This is an optimization exercise on Yosys and OpenROAD, whose aim is small area, a short achievable clock period and few clock cycles, not a production implementation.
In this exercise RTL edits were held to simulation tests only and were not proved equivalent to the original.

==> build 24 <==
==> flow/design.v (excerpt) <==
module MDC(clk, rst_n, in_valid, in_data, in_mode, out_valid, out_data);
clock: 11.0 ns
lec_check: 0
cap_margin: 20
core_margin: 2
core_utilization: 45
slew_margin: 20
standard.sh (not shown) runs the stock make flow with config.mk's settings and CLKGATE_MAP_FILE= SYNTH_SCRIPT=/design/flow/synth_recipe.tcl, a recipe that flattens the netlist after the stock synthesis.
==> flow/flow/run.sh <==
#!/bin/bash
set -euo pipefail
bash standard.sh SETUP_SLACK_MARGIN=7 TNS_END_PERCENT=25 \
  "BUFFER_PORTS_ARGS=-buffer_cell sky130_fd_sc_hd__buf_2" finish > standard.log 2>&1
==> trial 78 (differences from build 24) <==
--- a/flow/design.v
+++ b/flow/design.v
@@ -100,22 +100,22 @@
 assign msyn[0] = mw[1]^mw[3]^mw[5]^mw[7]^mw[9];
 assign msyn[1] = mw[2]^mw[3]^mw[6]^mw[7];
 assign msyn[2] = mw[4]^mw[5]^mw[6]^mw[7];
 assign msyn[3] = mw[8]^mw[9];
 wire md4 = mw[3] ^ (msyn == 4'd3);
 wire md1 = mw[7] ^ (msyn == 4'd7);
 reg [4:0] cyc;
-reg [15:0] oe2, oe3, oe4;
+reg [7:0] oe2, oe3, oe4;
 reg [1:0] mode;       
 wire m4 = mode[1];
 wire m3 = ~mode[1] & mode[0];
 wire m2 = ~mode[0];
 always @(posedge clk or negedge rst_n) begin
   if (!rst_n) begin
-    cyc <= 5'd0; out_valid <= 1'b0; oe2 <= 16'd0; oe3 <= 16'd0; oe4 <= 16'd0;
+    cyc <= 5'd0; out_valid <= 1'b0; oe2 <= 8'd0; oe3 <= 8'd0; oe4 <= 8'd0;
   end else begin
     if (cyc == 5'd0) cyc <= in_valid ? 5'd1 : 5'd0;
     else if ((cyc == 5'd18 && !m4) || cyc == 5'd19) cyc <= 5'd0;
     else cyc <= cyc + 5'd1;
     out_valid <= (cyc == 5'd17 && !m4) || (cyc == 5'd18 && m4);
     oe2[0] <= (cyc == 5'd17) && m2;
     oe3[0] <= (cyc == 5'd17) && m3;
@@ -137,38 +137,14 @@
     oe4[5] <= ((cyc & 5'd5) == 5'd0) && ((cyc & 5'd26) == 5'd18) && m4;
     oe2[6] <= ((cyc & 5'd6) == 5'd0) && ((cyc & 5'd25) == 5'd17) && m2;
     oe3[6] <= ((cyc & 5'd6) == 5'd0) && ((cyc & 5'd25) == 5'd17) && m3;
     oe4[6] <= ((cyc & 5'd6) == 5'd2) && ((cyc & 5'd25) == 5'd16) && m4;
     oe2[7] <= ((cyc & 5'd7) == 5'd1) && ((cyc & 5'd24) == 5'd16) && m2;
     oe3[7] <= ((cyc & 5'd7) == 5'd1) && ((cyc & 5'd24) == 5'd16) && m3;
     oe4[7] <= ((cyc & 5'd7) == 5'd2) && ((cyc & 5'd24) == 5'd16) && m4;
-    oe2[8] <= ((cyc & 5'd8) == 5'd0) && ((cyc & 5'd23) == 5'd17) && m2;
-    oe3[8] <= ((cyc & 5'd8) == 5'd0) && ((cyc & 5'd23) == 5'd17) && m3;
-    oe4[8] <= ((cyc & 5'd8) == 5'd0) && ((cyc & 5'd23) == 5'd18) && m4;
-    oe2[9] <= ((cyc & 5'd9) == 5'd1) && ((cyc & 5'd22) == 5'd16) && m2;
-    oe3[9] <= ((cyc & 5'd9) == 5'd1) && ((cyc & 5'd22) == 5'd16) && m3;
-    oe4[9] <= ((cyc & 5'd9) == 5'd0) && ((cyc & 5'd22) == 5'd18) && m4;
-    oe2[10] <= ((cyc & 5'd10) == 5'd0) && ((cyc & 5'd21) == 5'd17) && m2;
-    oe3[10] <= ((cyc & 5'd10) == 5'd0) && ((cyc & 5'd21) == 5'd17) && m3;
-    oe4[10] <= ((cyc & 5'd10) == 5'd2) && ((cyc & 5'd21) == 5'd16) && m4;
-    oe2[11] <= ((cyc & 5'd11) == 5'd1) && ((cyc & 5'd20) == 5'd16) && m2;
-    oe3[11] <= ((cyc & 5'd11) == 5'd1) && ((cyc & 5'd20) == 5'd16) && m3;
-    oe4[11] <= ((cyc & 5'd11) == 5'd2) && ((cyc & 5'd20) == 5'd16) && m4;
-    oe2[12] <= ((cyc & 5'd12) == 5'd0) && ((cyc & 5'd19) == 5'd17) && m2;
-    oe3[12] <= ((cyc & 5'd12) == 5'd0) && ((cyc & 5'd19) == 5'd17) && m3;
-    oe4[12] <= ((cyc & 5'd12) == 5'd0) && ((cyc & 5'd19) == 5'd18) && m4;
-    oe2[13] <= ((cyc & 5'd13) == 5'd1) && ((cyc & 5'd18) == 5'd16) && m2;
-    oe3[13] <= ((cyc & 5'd13) == 5'd1) && ((cyc & 5'd18) == 5'd16) && m3;
-    oe4[13] <= ((cyc & 5'd13) == 5'd0) && ((cyc & 5'd18) == 5'd18) && m4;
-    oe2[14] <= ((cyc & 5'd14) == 5'd0) && ((cyc & 5'd17) == 5'd17) && m2;
-    oe3[14] <= ((cyc & 5'd14) == 5'd0) && ((cyc & 5'd17) == 5'd17) && m3;
-    oe4[14] <= ((cyc & 5'd14) == 5'd2) && ((cyc & 5'd17) == 5'd16) && m4;
-    oe2[15] <= ((cyc & 5'd15) == 5'd1) && ((cyc & 5'd16) == 5'd16) && m2;
-    oe3[15] <= ((cyc & 5'd15) == 5'd1) && ((cyc & 5'd16) == 5'd16) && m3;
-    oe4[15] <= ((cyc & 5'd15) == 5'd2) && ((cyc & 5'd16) == 5'd16) && m4;
   end
 end
 reg signed [10:0] xd;    
 always @(posedge clk) begin
   if (in_valid && cyc == 5'd0) mode <= {md4, md1};
   xd <= din;
 end
@@ -2034,24 +2010,16 @@
       (cyc == 5'd17 && m4);
 end
 function [22:0] sx23(input [21:0] v); sx23 = {v[21], v}; endfunction
 function [50:0] sx51(input [32:0] v); sx51 = {{18{v[32]}}, v}; endfunction
 wire [206:0] o2 = {sx23(m01[21:0]), sx23(m12[21:0]), sx23(m23[21:0]), sx23(m02[21:0]), sx23(m13[21:0]), sx23(m03[21:0]), sx23(b0[21:0]), sx23(b1[21:0]), sx23(b2[21:0])};
 wire [206:0] o3 = {3'b000, sx51(b0), sx51(b3), sx51(b1), sx51(b2)};
 wire [206:0] o4 = {{161{det[45]}}, det};
-assign out_data[11:0] = ({12{oe2[0]}} & o2[11:0]) | ({12{oe3[0]}} & o3[11:0]) | ({12{oe4[0]}} & o4[11:0]);
-assign out_data[24:12] = ({13{oe2[1]}} & o2[24:12]) | ({13{oe3[1]}} & o3[24:12]) | ({13{oe4[1]}} & o4[24:12]);
-assign out_data[37:25] = ({13{oe2[2]}} & o2[37:25]) | ({13{oe3[2]}} & o3[37:25]) | ({13{oe4[2]}} & o4[37:25]);
-assign out_data[50:38] = ({13{oe2[3]}} & o2[50:38]) | ({13{oe3[3]}} & o3[50:38]) | ({13{oe4[3]}} & o4[50:38]);
-assign out_data[63:51] = ({13{oe2[4]}} & o2[63:51]) | ({13{oe3[4]}} & o3[63:51]) | ({13{oe4[4]}} & o4[63:51]);
-assign out_data[76:64] = ({13{oe2[5]}} & o2[76:64]) | ({13{oe3[5]}} & o3[76:64]) | ({13{oe4[5]}} & o4[76:64]);
-assign out_data[89:77] = ({13{oe2[6]}} & o2[89:77]) | ({13{oe3[6]}} & o3[89:77]) | ({13{oe4[6]}} & o4[89:77]);
-assign out_data[102:90] = ({13{oe2[7]}} & o2[102:90]) | ({13{oe3[7]}} & o3[102:90]) | ({13{oe4[7]}} & o4[102:90]);
-assign out_data[115:103] = ({13{oe2[8]}} & o2[115:103]) | ({13{oe3[8]}} & o3[115:103]) | ({13{oe4[8]}} & o4[115:103]);
-assign out_data[128:116] = ({13{oe2[9]}} & o2[128:116]) | ({13{oe3[9]}} & o3[128:116]) | ({13{oe4[9]}} & o4[128:116]);
-assign out_data[141:129] = ({13{oe2[10]}} & o2[141:129]) | ({13{oe3[10]}} & o3[141:129]) | ({13{oe4[10]}} & o4[141:129]);
-assign out_data[154:142] = ({13{oe2[11]}} & o2[154:142]) | ({13{oe3[11]}} & o3[154:142]) | ({13{oe4[11]}} & o4[154:142]);
-assign out_data[167:155] = ({13{oe2[12]}} & o2[167:155]) | ({13{oe3[12]}} & o3[167:155]) | ({13{oe4[12]}} & o4[167:155]);
-assign out_data[180:168] = ({13{oe2[13]}} & o2[180:168]) | ({13{oe3[13]}} & o3[180:168]) | ({13{oe4[13]}} & o4[180:168]);
-assign out_data[193:181] = ({13{oe2[14]}} & o2[193:181]) | ({13{oe3[14]}} & o3[193:181]) | ({13{oe4[14]}} & o4[193:181]);
-assign out_data[206:194] = ({13{oe2[15]}} & o2[206:194]) | ({13{oe3[15]}} & o3[206:194]) | ({13{oe4[15]}} & o4[206:194]);
+assign out_data[24:0] = ({25{oe2[0]}} & o2[24:0]) | ({25{oe3[0]}} & o3[24:0]) | ({25{oe4[0]}} & o4[24:0]);
+assign out_data[50:25] = ({26{oe2[1]}} & o2[50:25]) | ({26{oe3[1]}} & o3[50:25]) | ({26{oe4[1]}} & o4[50:25]);
+assign out_data[76:51] = ({26{oe2[2]}} & o2[76:51]) | ({26{oe3[2]}} & o3[76:51]) | ({26{oe4[2]}} & o4[76:51]);
+assign out_data[102:77] = ({26{oe2[3]}} & o2[102:77]) | ({26{oe3[3]}} & o3[102:77]) | ({26{oe4[3]}} & o4[102:77]);
+assign out_data[128:103] = ({26{oe2[4]}} & o2[128:103]) | ({26{oe3[4]}} & o3[128:103]) | ({26{oe4[4]}} & o4[128:103]);
+assign out_data[154:129] = ({26{oe2[5]}} & o2[154:129]) | ({26{oe3[5]}} & o3[154:129]) | ({26{oe4[5]}} & o4[154:129]);
+assign out_data[180:155] = ({26{oe2[6]}} & o2[180:155]) | ({26{oe3[6]}} & o3[180:155]) | ({26{oe4[6]}} & o4[180:155]);
+assign out_data[206:181] = ({26{oe2[7]}} & o2[206:181]) | ({26{oe3[7]}} & o3[206:181]) | ({26{oe4[7]}} & o4[206:181]);
 endmodule
==> results.cfg <==
[outcome]
status = complete, no violations

[placement]
dp_slack_ps = 5980
hpwl_um = 202000

[layout]
multi_input_area_share_pct = 53.0
clkbuf_count = 124
mostFrequentLayoutCells = inv_1 (701), a22oi_1 (649), nand2_1 (598)
seq_area_sq_um = 20800
nets = 6860

[detailed_routing]
routedWlPerCell_um = 34.0

[pwr]
(the above is from build 24)
==> results.cfg <==
[outcome]
status = complete, no violations

[detailed_routing]
routedWlPerCell_um = 33.9

[clocking]
cts_hold_buf = 0

[synthesis]
synth_compound_area_share_pct = 18.3

[placement]
hpwl_um = 194000

[layout]
multi_input_area_share_pct = 53.0
mostFrequentLayoutCells = inv_1 (699), a22oi_1 (624), nand2_1 (515)
clkbuf_count = 133
nets = 6771

[pwr]
(the above is from trial 78)
Testbench counts of build 24, summed over its fixed seeds: cycles 30,937.
Testbench counts of trial 78, summed over its fixed seeds: cycles 30,937.

==> port drivers added, routing unchanged <==
The flow's constraints put no driver on any port. The routed layouts listed below were extracted and timed again, unchanged, in two steps. Step 1 (the two cells are an assumption about what drives the block):
set clk [get_ports {clk}]
set_driving_cell -lib_cell sky130_fd_sc_hd__clkbuf_16 $clk
set_driving_cell -lib_cell sky130_fd_sc_hd__buf_2 [delete_from_list [all_inputs] $clk]
Step 2 adds t to the input delays and takes it off the output delays; t is the mean of the earliest and latest rising clock arrival at the registers after step 1. Input paths then give back, and output paths get back, about the clock's delay inside the block. Slacks: ideal / step 1 / step 2; pairs: ideal / step 1.
run | t (ns) | setup slack, ns | hold slack, ns | slew at the worst register clock pin (ns)
build 24 | 0.811 | 6.496 / 6.413 / 6.172 | 0.472 / 0.472 / 0.472 | 0.07 / 0.07
trial 78 | 0.795 | 6.454 / 6.368 / 6.272 | 0.472 / 0.472 / 0.472 | 0.07 / 0.07
After both steps every run listed still meets setup and hold. The setup slack of build 24, which loses most, moves by -0.083 ns with the drivers and by -0.324 ns with both steps.
